Context: an optimization exercise on an open-source flow, tuned for small area. The choices shown serve that exercise and are no tape-out recipe.
Only simulation tests tie the RTL to the original design; equivalence was not proved.
The clock cells of this run come from the design's own scripts or RTL, not from TritonCTS.
The flow treats the clock pin as an ideal source. Dropping or thinning the clock tree relies on that and would not hold on a real chip.
Power and IR drop assume default switching activity.

File: flow/design.v
module sram_bit (
    input  wire q,
    input  wire load,
    input  wire col,
    input  wire hold,
    output wire d
);
    assign d = ~((q | load) & (col | hold));
endmodule
module sram_nand2 (
    input  wire a,
    input  wire b,
    output wire y
);
    assign y = ~(a & b);
endmodule
module sram_nor2 (
    input  wire a,
    input  wire b,
    output wire y
);
    assign y = ~(a | b);
endmodule
module sram_or4 (
    input  wire a,
    input  wire b,
    input  wire c,
    input  wire d,
    output wire y
);
    assign y = a | b | c | d;
endmodule
module sram_nand4 (
    input  wire a,
    input  wire b,
    input  wire c,
    input  wire d,
    output wire y
);
    assign y = ~(a & b & c & d);
endmodule
module sram_aoi222 (
    input  wire a0,
    input  wire s0,
    input  wire a1,
    input  wire s1,
    input  wire a2,
    input  wire s2,
    output wire y
);
    assign y = ~((a0 & s0) | (a1 & s1) | (a2 & s2));
endmodule
module sram_nand3 (
    input  wire a,
    input  wire b,
    input  wire c,
    output wire y
);
    assign y = ~(a & b & c);
endmodule
module sram_rd48 (
    input  wire [47:0] q,
    input  wire [47:0] sel,
    output wire        one
);
    wire [15:0] y;
    wire [3:0]  o;
    genvar k;
    generate
        for (k = 0; k < 16; k = k + 1) begin : unit
            sram_aoi222 u (.a0(q[k]), .s0(sel[k]), .a1(q[16+k]), .s1(sel[16+k]),
                           .a2(q[32+k]), .s2(sel[32+k]), .y(y[k]));
        end
        for (k = 0; k < 4; k = k + 1) begin : quad
            sram_nand4 u (.a(y[4*k]), .b(y[4*k+1]), .c(y[4*k+2]), .d(y[4*k+3]), .y(o[k]));
        end
    endgenerate
    sram_or4 u_one (.a(o[0]), .b(o[1]), .c(o[2]), .d(o[3]), .y(one));
endmodule
module sram_rd16 (
    input  wire [15:0] q,
    input  wire [15:0] sel,
    output wire [1:0]  o
);
    wire [5:0] y;
    genvar k;
    generate
        for (k = 0; k < 5; k = k + 1) begin : unit
            sram_aoi222 u (.a0(q[3*k]), .s0(sel[3*k]), .a1(q[3*k+1]), .s1(sel[3*k+1]),
                           .a2(q[3*k+2]), .s2(sel[3*k+2]), .y(y[k]));
        end
    endgenerate
    sram_nand2 u_y5 (.a(q[15]), .b(sel[15]), .y(y[5]));
    sram_nand4 u_o0 (.a(y[0]), .b(y[1]), .c(y[2]), .d(y[3]), .y(o[0]));
    sram_nand2 u_o1 (.a(y[4]), .b(y[5]), .y(o[1]));
endmodule
module sram #(
    parameter ADDR_WIDTH = 8,
    parameter DATA_WIDTH = 8,
    parameter MEM_SIZE   = 1 << ADDR_WIDTH
)(
    input  wire                  clk,
    input  wire                  reset_n,
    input  wire                  chip_enable_n,
    input  wire                  write_enable_n,
    input  wire                  read_enable_n,
    input  wire [ADDR_WIDTH-1:0] address,
    input  wire [DATA_WIDTH-1:0] data_in,
    output wire [DATA_WIDTH-1:0] data_out
);
    localparam IDLE  = 2'b00;
    localparam WRITE = 2'b01;
    localparam READ  = 2'b10;
    reg [1:0] current_state;
    reg [1:0] next_state;
    always @(*) begin
        case (current_state)
            IDLE: begin
                if (!chip_enable_n && !write_enable_n && read_enable_n)
                    next_state = WRITE;
                else if (!chip_enable_n && !read_enable_n && write_enable_n)
                    next_state = READ;
                else
                    next_state = IDLE;
            end
            WRITE:   next_state = (chip_enable_n || write_enable_n) ? IDLE : WRITE;
            READ:    next_state = (chip_enable_n || read_enable_n)  ? IDLE : READ;
            default: next_state = IDLE;
        endcase
    end
    always @(posedge clk or negedge reset_n) begin
        if (!reset_n)
            current_state <= IDLE;
        else
            current_state <= next_state;
    end
    reg live;
    always @(posedge clk or negedge reset_n) begin
        if (!reset_n)
            live <= 1'b0;
        else
            live <= 1'b1;
    end
    reg phase;
    always @(posedge clk or negedge reset_n) begin
        if (!reset_n)
            phase <= 1'b0;
        else
            phase <= !phase;
    end
    wire wr = (current_state == WRITE) && !chip_enable_n && !write_enable_n;
    wire rd = (current_state == READ)  && !chip_enable_n && !read_enable_n;
    wire [DATA_WIDTH-1:0] col_n = ~(data_in ^ {DATA_WIDTH{!phase}});
    wire [15:0] lo, hi;
    genvar i;
    generate
        for (i = 0; i < 16; i = i + 1) begin : pre
            assign lo[i] = (address[3:0] == i);
            assign hi[i] = (address[7:4] == i);
        end
    endgenerate
    wire [15:0] hold, khi, hix;
    generate
        for (i = 0; i < 16; i = i + 1) begin : rowpre
            assign hold[i] = live && !(wr && lo[i]);
            assign khi[i]  = live && !hi[i];
            assign hix[i]  = live && hi[i];
        end
    endgenerate
    wire [DATA_WIDTH-1:0] colx [0:15];
    genvar w, b;
    generate
        for (i = 0; i < 16; i = i + 1) begin : cols
            for (b = 0; b < DATA_WIDTH; b = b + 1) begin : bits
                sram_nand2 u (.a(hix[i]), .b(col_n[b]), .y(colx[i][b]));
            end
        end
    endgenerate
    reg  [DATA_WIDTH-1:0] mem [0:MEM_SIZE-1];
    wire [MEM_SIZE-1:0]   rdq [0:DATA_WIDTH-1];
    generate
        for (w = 0; w < MEM_SIZE; w = w + 1) begin : word
            wire load;
            sram_nor2 u_load (.a(hold[w % 16]), .b(khi[w / 16]), .y(load));
            wire [DATA_WIDTH-1:0] d;
            for (b = 0; b < DATA_WIDTH; b = b + 1) begin : bits
                sram_bit u (.q(mem[w][b]), .load(load), .col(colx[w / 16][b]), .hold(hold[w % 16]), .d(d[b]));
                assign rdq[b][w] = mem[w][b];
            end
            always @(posedge clk)
                mem[w] <= d;
        end
    endgenerate
    wire [15:0] rlo_n = ~lo;
    wire [2:0]  hm_n;
    wire [5:0]  hg;
    wire [47:0] rsel;
    assign hm_n[0] = !(hi[0] || hi[3] || hi[6] || hi[9]  || hi[12] || hi[15]);
    assign hm_n[1] = !(hi[1] || hi[4] || hi[7] || hi[10] || hi[13]);
    assign hm_n[2] = !(hi[2] || hi[5] || hi[8] || hi[11] || hi[14]);
    generate
        for (i = 0; i < 5; i = i + 1) begin : rgrp
            assign hg[i] = hi[3*i] || hi[3*i+1] || hi[3*i+2];
        end
        for (i = 0; i < 48; i = i + 1) begin : rpre
            sram_nor2 u (.a(hm_n[i / 16]), .b(rlo_n[i % 16]), .y(rsel[i]));
        end
    endgenerate
    assign hg[5] = hi[15];
    wire [DATA_WIDTH-1:0] rbit;
    genvar g;
    generate
        for (b = 0; b < DATA_WIDTH; b = b + 1) begin : rbits
            wire [4:0] one;
            wire [1:0] o5;
            wire [2:0] y;
            for (g = 0; g < 5; g = g + 1) begin : grp
                sram_rd48 u (.q(rdq[b][48*g +: 48]), .sel(rsel), .one(one[g]));
            end
            sram_rd16 u_last (.q(rdq[b][240 +: 16]), .sel(rsel[15:0]), .o(o5));
            sram_aoi222 u_ya (.a0(one[0]), .s0(hg[0]), .a1(one[1]), .s1(hg[1]),
                              .a2(one[2]), .s2(hg[2]), .y(y[0]));
            sram_aoi222 u_yb (.a0(one[3]), .s0(hg[3]), .a1(one[4]), .s1(hg[4]),
                              .a2(o5[0]), .s2(hg[5]), .y(y[1]));
            sram_nand2  u_yc (.a(o5[1]), .b(hg[5]), .y(y[2]));
            sram_nand3  u_r  (.a(y[0]), .b(y[1]), .c(y[2]), .y(rbit[b]));
        end
    endgenerate
    assign data_out = rd ? ~(rbit ^ {DATA_WIDTH{phase}}) : {DATA_WIDTH{1'b0}};
endmodule
File: flow/flow/run.sh
#!/bin/bash
# Standard layout, except that:
# - the ports are buffered with buf_1 cells;
# - TritonCTS runs as usual, then the POST_CTS hook replaces its tree with a
#   tree of inverters (see clock_tree.tcl).
set -euo pipefail
FLOW_DIR=$(cd "$(dirname "${BASH_SOURCE[0]}")" && pwd)
export CTS_ARGS="-sink_clustering_enable -sink_clustering_size 100 -sink_clustering_max_diameter 500 -dont_use_dummy_load"
export POST_CTS_TCL=$FLOW_DIR/post_cts.tcl
export BUFFER_PORTS_ARGS="-buffer_cell sky130_fd_sc_hd__buf_1"
bash standard.sh finish > standard.log 2>&1
File: flow/flow/clock_tree.tcl
# Clock tree of inverters.
#
# clk_ripup deletes every buffer and inverter between the clock port and the
# flip-flops and connects the flip-flop clock pins to the port's net again.
#
# clk_build splits the flip-flop clock pins into clusters of at most leaf_n by
# recursive bisection on their placement (cutting the longer side of the
# bounding box each time), drives each cluster from one cell at its centroid,
# and does the same on the inputs of those cells with at most mid_n per
# cluster until one cell is left. The number of inverters on every path from
# the port to a flip-flop is made even, so the flip-flops see the clock with
# its own polarity.

proc clk_ripup {} {
  set block [ord::get_db_block]
  set clknet [$block findNet clk]
  set todo [list $clknet]
  set dead_insts {}
  set dead_nets {}
  set sinks {}
  while {[llength $todo]} {
    set net [lindex $todo 0]
    set todo [lrange $todo 1 end]
    foreach it [$net getITerms] {
      if {[$it isOutputSignal]} continue
      set inst [$it getInst]
      set m [[$inst getMaster] getName]
      if {[regexp {__(clk)?(buf|inv)_[0-9]+$} $m]} {
        lappend dead_insts $inst
        foreach o [$inst getITerms] {
          if {[$o isOutputSignal] && [$o getNet] ne "NULL"} {
            lappend todo [$o getNet]
            lappend dead_nets [$o getNet]
          }
        }
      } else {
        lappend sinks $it
      }
    }
  }
  foreach it $sinks { $it disconnect }
  foreach inst $dead_insts { odb::dbInst_destroy $inst }
  foreach net $dead_nets { odb::dbNet_destroy $net }
  foreach it $sinks { $it connect $clknet }
  puts "clock rip-up: removed [llength $dead_insts] cells, [llength $sinks] sinks back on clk"
}

# items: list of {iterm x y}; returns a list of clusters of at most maxn
proc clk_bisect {items maxn} {
  if {[llength $items] <= $maxn} { return [list $items] }
  set xs {}; set ys {}
  foreach it $items { lappend xs [lindex $it 1]; lappend ys [lindex $it 2] }
  set xs [lsort -integer $xs]; set ys [lsort -integer $ys]
  set dx [expr {[lindex $xs end] - [lindex $xs 0]}]
  set dy [expr {[lindex $ys end] - [lindex $ys 0]}]
  set idx [expr {$dx >= $dy ? 1 : 2}]
  set sorted [lsort -integer -index $idx $items]
  set n [llength $sorted]
  set k [expr {int(ceil(double($n) / $maxn))}]
  set nl [expr {int(round(double($n) * ($k / 2) / $k))}]
  return [concat [clk_bisect [lrange $sorted 0 [expr {$nl - 1}]] $maxn] \
                 [clk_bisect [lrange $sorted $nl end] $maxn]]
}

# one level of the tree: a cell of type master per cluster; returns the
# cells' inputs as items for the next level
proc clk_level {items maxn master prefix} {
  set block [ord::get_db_block]
  set mast [[ord::get_db] findMaster $master]
  set out {}
  set i 0
  foreach cl [clk_bisect $items $maxn] {
    set sx 0; set sy 0
    foreach it $cl { set sx [expr {$sx + [lindex $it 1]}]; set sy [expr {$sy + [lindex $it 2]}] }
    set cx [expr {int($sx / [llength $cl])}]
    set cy [expr {int($sy / [llength $cl])}]
    set inst [odb::dbInst_create $block $mast "${prefix}_$i"]
    $inst setLocation $cx $cy
    $inst setPlacementStatus PLACED
    set net [odb::dbNet_create $block "${prefix}_net_$i"]
    $net setSigType CLOCK
    foreach it $cl {
      [lindex $it 0] disconnect
      [lindex $it 0] connect $net
    }
    set y [$inst findITerm Y]
    if {$y eq "NULL"} { set y [$inst findITerm X] }
    $y connect $net
    lappend out [list [$inst findITerm A] $cx $cy]
    incr i
  }
  puts "$prefix: $i cells of $master"
  return $out
}

proc clk_build {leaf_n mid_n leaf_cell mid_cell root_inv} {
  set block [ord::get_db_block]
  set clknet [$block findNet clk]
  set items {}
  foreach it [$clknet getITerms] {
    set bb [[$it getInst] getBBox]
    lappend items [list $it [expr {([$bb xMin] + [$bb xMax]) / 2}] [expr {([$bb yMin] + [$bb yMax]) / 2}]]
  }
  puts "clock sinks: [llength $items]"
  set ninv 0
  set items [clk_level $items $leaf_n $leaf_cell clkleaf]
  if {[string match "*inv*" $leaf_cell]} { incr ninv }
  set lv 1
  while {[llength $items] > 1} {
    set items [clk_level $items $mid_n $mid_cell clkl$lv]
    if {[string match "*inv*" $mid_cell]} { incr ninv }
    incr lv
  }
  if {$ninv % 2} {
    set items [clk_level $items 1 $root_inv clkl$lv]
  }
  [lindex [lindex $items 0] 0] connect $clknet
}
File: flow/flow/post_cts.tcl
# Replace the clock tree TritonCTS built with an inverter tree.
set flow_dir [file dirname [info script]]
source $flow_dir/clock_tree.tcl
clk_ripup
clk_build 36 5 sky130_fd_sc_hd__inv_16 sky130_fd_sc_hd__inv_12 sky130_fd_sc_hd__inv_4
detailed_placement
estimate_parasitics -placement
check_placement -verbose
File: flow/standard.sh
#!/bin/bash
# synth_recipe.tcl (not shown) runs the flow's synth.tcl, then flattens the netlist and writes it again
# the make line also repeats each setting of config.mk as NAME=value (left out here)
make -C /OpenROAD-flow-scripts/flow DESIGN_CONFIG=/design/flow/config.mk WORK_HOME=/design/flow/orfs CLKGATE_MAP_FILE= SYNTH_SCRIPT=/design/flow/synth_recipe.tcl "${@:-finish}"
File: flow/config.mk
export PLATFORM = sky130hd
export DESIGN_NAME = sram
export DESIGN_NICKNAME = sram
export VERILOG_FILES = /design/flow/design.v
export SDC_FILE = /design/flow/constraint.sdc
export NUM_CORES = 8
export LEC_CHECK = 0
export CAP_MARGIN = 10
export CORE_MARGIN = 2
export CORE_UTILIZATION = 65
export SLEW_MARGIN = 10
export SYNTH_HIERARCHICAL = 1
File: flow/constraint.sdc
create_clock -name core_clock -period 15.0 [get_ports {clk}]
set_input_delay 3.0000 -clock core_clock [delete_from_list [all_inputs] [get_ports {clk}]]
set_output_delay 3.0000 -clock core_clock [all_outputs]
set_load 0.01 [all_outputs]
==> run summary <==
==> sequential cells by signal, summed over array words and instances (netlist names) <==
signal	flops
current_state	2
live	1
mem	2048
phase	1
==> critical path: cells and delay by family <==
kind | cells | cell delay, ns
AND/OR/NAND/NOR | 6 | 2.25
buffers and inverters | 4 | 1.42
multiplexers | 1 | 0.26
AO/OA/AOI/OAI | 3 | 1.80
XOR/XNOR | 1 | 0.27
==> synth_stat cells (2+ instances only) <==
master    count
dfrtp_1       4
nand2_2       2
nand4_1     168
o21a_1       21
and2_1        3
o22ai_1    2051
xor2_1       16
nor2b_1       5
or4_1        40
o31a_1        6
nand2b_1      6
and2b_1       2
nor2_1      334
buf_4         4
a21boi_0      4
inv_1         2
nand3_1      13
nor3_1        2
dfxtp_1    2048
buf_2         9
o21ai_0       2
nand2_1     173
a222oi_1    696
clkbuf_1      3
==> through the flow <==
stage	std cells	hold slack (ns)
detailed placement	7013	0.436
floorplan	5627	0.421
finish	7088	0.449
global route	7086	0.458
global placement	7013	0.429
==> cell type report <==
class | count | share of cell area [%]
Antenna cell | 2 | 0.00723
Sequential cell | 2052 | 59.4
Tap cell | 1287 | 2.33
Timing Repair Buffer | 116 | 1.11
Multi-Input combinational cell | 3556 | 35.1
Inverter | 75 | 2.04
==> Yosys stat by module, one instance, submodules excluded, a selection <==
module,area (µm²),flops+latches,times used
sram_aoi222,10.0,0,696
sram_nand4,6.26,0,168
sram_nor2,3.75,0,304
sram_nand2,3.75,0,152
sram,42100,2052,1
sram_nand3,5.00,0,8
sram_or4,7.51,0,40
sram_bit,6.26,0,2048
==> cells in the final DEF (no fill, tap or decap), types with 2 or more instances in the layout <==
master / synthesis / layout
inv_1: 2 / 2
and2b_1: 2 / 2
inv_12: 0 / 16
inv_16: 0 / 57
dfxtp_1: 2048 / 2048
and2_1: 3 / 3
nand3_1: 13 / 13
o31a_1: 6 / 4
nor2_1: 334 / 286
o31a_2: 1 / 2
nor3_1: 2 / 2
nand2b_1: 6 / 6
a222oi_1: 696 / 696
buf_1: 0 / 28
dfrtp_1: 4 / 4
nand4_1: 168 / 168
or4_1: 40 / 40
buf_4: 4 / 88
o21a_1: 21 / 12
diode_2: 0 / 2
nand2_2: 2 / 2
a21boi_4: 0 / 4
o21ai_0: 2 / 2
nand2_1: 173 / 173
xor2_2: 0 / 8
nor2_4: 0 / 48
o22ai_1: 2051 / 2049
o21a_4: 0 / 9
nor2b_1: 5 / 5
xor2_1: 16 / 8
o22ai_4: 0 / 2
==> power groups by stage <==
stage	clock, mW	sequential, mW	combinational, mW
floorplan	0	6.64	0.744
global placement	0	6.74	1.04
detailed placement	0	6.76	1.09
global route	2.48	6.73	1.20
finish	2.31	6.66	1.16
==> how the worst max path moves through the flow <==
stage                   to  cells after the start           from  slack [ns]
5_1_grt        data_out[5]                     15     address[5]        3.01
3_3_place_gp   data_out[4]                     15     address[6]        3.46
6_report       data_out[4]                     15     address[7]        2.94
3_5_place_dp   data_out[5]                     15     address[5]        3.44
2_1_floorplan  mem[111][0]                      5  chip_enable_n        2.26
==> routing by layer <==
metal  global-route usage, %  vias to the layer above  wire, µm
li1                        -                    25050         -
met2                    67.1                     5497    104000
met3                    15.4                     1194     41800
met5                       0                        -        62
met1                    62.0                    29155     89800
met4                    28.0                       12     18000
==> cells by family after synthesis <==
kind of cell,synth area share [%]
buf+inv,0.162
other cells,0.00577
flops,63.3
compound gates,30.9
simple gates,5.39
xor+xnor,0.216
mux,0.0328
==> impl_metrics.py <==
metrics = {
    "final_layout": {
        "multiInputGateArea_mm2": 0.0243,
        "seq_area_mm2": 0.0411,
        "fin_nets": 5822,
        "syn2layout_area_growth_pct": 6.58,
        "final_area_mm2": 0.0692,
        "drive_gt1_share_pct": 4.16,
        "fill_cells": 7499,
        "post-route-util_pct": 70.1,
    },
    "logic_synthesis": {
        "synthTopCellsByArea": "dfxtp_1 63%, o22ai_1 20%, a222oi_1 11%",
        "seq_area_frac_synth_pct": 63.3,
        "postSynthAreaPerCell_um2": 11.5,
        "synth_cell_types": 37,
        "synth_seq_cells": 2052,
        "synth_top_cell_by_area": "dfxtp_1",
        "synth_edf_count": 0,
        "ys_dominant_reg_cell": "dfxtp_1",
        "synth_fp_nets": 5648,
        "synthArstFlopShare_pct": 0.195,
        "postSynthCellCount": 5627,
        "netlist_area_mm2": 0.0649,
        "synth_warnings": 9,
        "yosysTopAreaCellShare_pct": 63.1,
    },
    "routing": {
        "drt_first_pass_iters": 14,
        "wl_um": 254000,
        "drt_iter0_drc": 13840,
        "vias": 60908,
        "ant_nets": 0,
        "post_drt_via_cell_ratio": 8.59,
        "drc": 0,
        "drt-wirelength-per-cell_um": 35.8,
    },
    "placement": {
        "dp_slack_ns": 3.44,
        "dp_hpwl_um": 154000,
        "io_buffer_count": 28,
        "place_congestion": 0.976,
        "post_dp_cell_area_mm2": 0.0678,
    },
    "timing": {
        "final.period_utilization_pct": 80.4,
        "fmax_ghz": 0.0829,
        "layout_setup_ws_ns": 2.94,
        "final-max-slew-violation-count": 0,
        "final-hold-violation-count": 0,
        "rsz0062_at_grt": "no",
        "tightest_slew_ns": 1.32,
        "post-route-min-period_ns": 12.06,
        "setup_violations": 0,
        "setup-tns-final_ns": 0,
        "finClkSkew_ns": 0.0353,
        "slew_headroom_pct": 11.7,
    },
    "global_route": {
        "track_usage_pct": 47.0,
        "grt_max_degree": 86,
        "grt-ovfl-total": 0,
        "antenna_found_initial": 14,
        "grt_pass1_vias": 56249,
        "grt_first_pass_wirelength_um": 365000,
    },
    "power_and_ir_drop": {
        "power_switching_mw": 3.15,
        "power_frac_clock_pct": 22.8,
        "switching_share_pct": 31.1,
        "internal-power_mw": 6.98,
        "p_comb_share_pct": 11.4,
        "p_leak_nw": 24.0,
        "vdd_drop_max_uv": 103,
        "powerDensity_mw_per_mm2": 146,
        "fin_total_pwr_mw": 10.1,
        "seqPwrFrac_pct": 65.7,
    },
    "worst_hold_path": {
        "hp-class": "reg -> reg",
        "min-delay-start": "mem[83][6]",
        "whs_path_depth": 1,
        "hold_end": "mem[83][6]",
    },
    "worst_setup_path": {
        "path_max_fanout": 32,
        "worstReg2RegEnd": "mem[87][7]",
        "worst-setup-path-type": "in -> out",
        "r2r-start": "current_state[1]",
        "end_kind": "output port",
        "cpPeakStageDelay_ns": 1.07,
        "arrival_ns": 9.06,
        "ff2ff_setup_slack_ns": 11.21,
        "crit_slowest_cell": "a222oi_1",
        "worstPathCellList": "buf_1 > nand2b_1 > mux2i_1 > o22ai_4 > buf_4 > nor2_4 > buf_4 > a222oi_1 > nand4_1 > or4_1 > a222oi_1 > nand3_1 > xor2_1 > nor2_1 > buf_1",
        "required_ns": 12.00,
        "crit_path_start_kind": "input pin",
        "r2r_cells": 7,
    },
    "clocking": {
        "cts.sinks": 2052,
        "clkSlewWorstSetupHoldPaths_ns": 0.11,
        "clock_latency_ns": 0.51,
    },
    "floorplanning": {
        "core_area_mm2": 0.0987,
        "dieArea_mm2": 0.102,
        "dieWidth_um": 320,
        "die_h_um": 320,
        "rows": 115,
        "ioPinCount": 29,
        "start_util_pct": 65.8,
    },
    "job": {
        "maxCapViolations": 0,
    },
    "run_status": {
        "status": "no timing/DRC/antenna violations",
    },
}

## port drivers added, routing unchanged
The results above use ideal ports. As a check the final layout listed here was re-extracted and re-timed, cells and wires unchanged. Step 1 (the two cells are an assumption about what drives the block):
set clk [get_ports {clk}]
set_driving_cell -lib_cell sky130_fd_sc_hd__clkbuf_16 $clk
set_driving_cell -lib_cell sky130_fd_sc_hd__buf_2 [delete_from_list [all_inputs] $clk]
Step 2 times the ports against the registers' clock, not the clock port: input delays grow and output delays shrink by t, the midpoint of the rising clock arrivals with the driver on. Slacks: ideal / step 1 / step 2; pairs: ideal / step 1.
t, ns: 0.586
slack for setup (ns): 2.944 / 2.823 / 2.823
latest minus earliest clock arrival (ns): 0.043 / 0.042
pins driven straight from the clock port: 1
After both steps this run still meets setup and hold. The setup slack of this run moves by -0.121 ns with the drivers and by -0.121 ns with both steps.
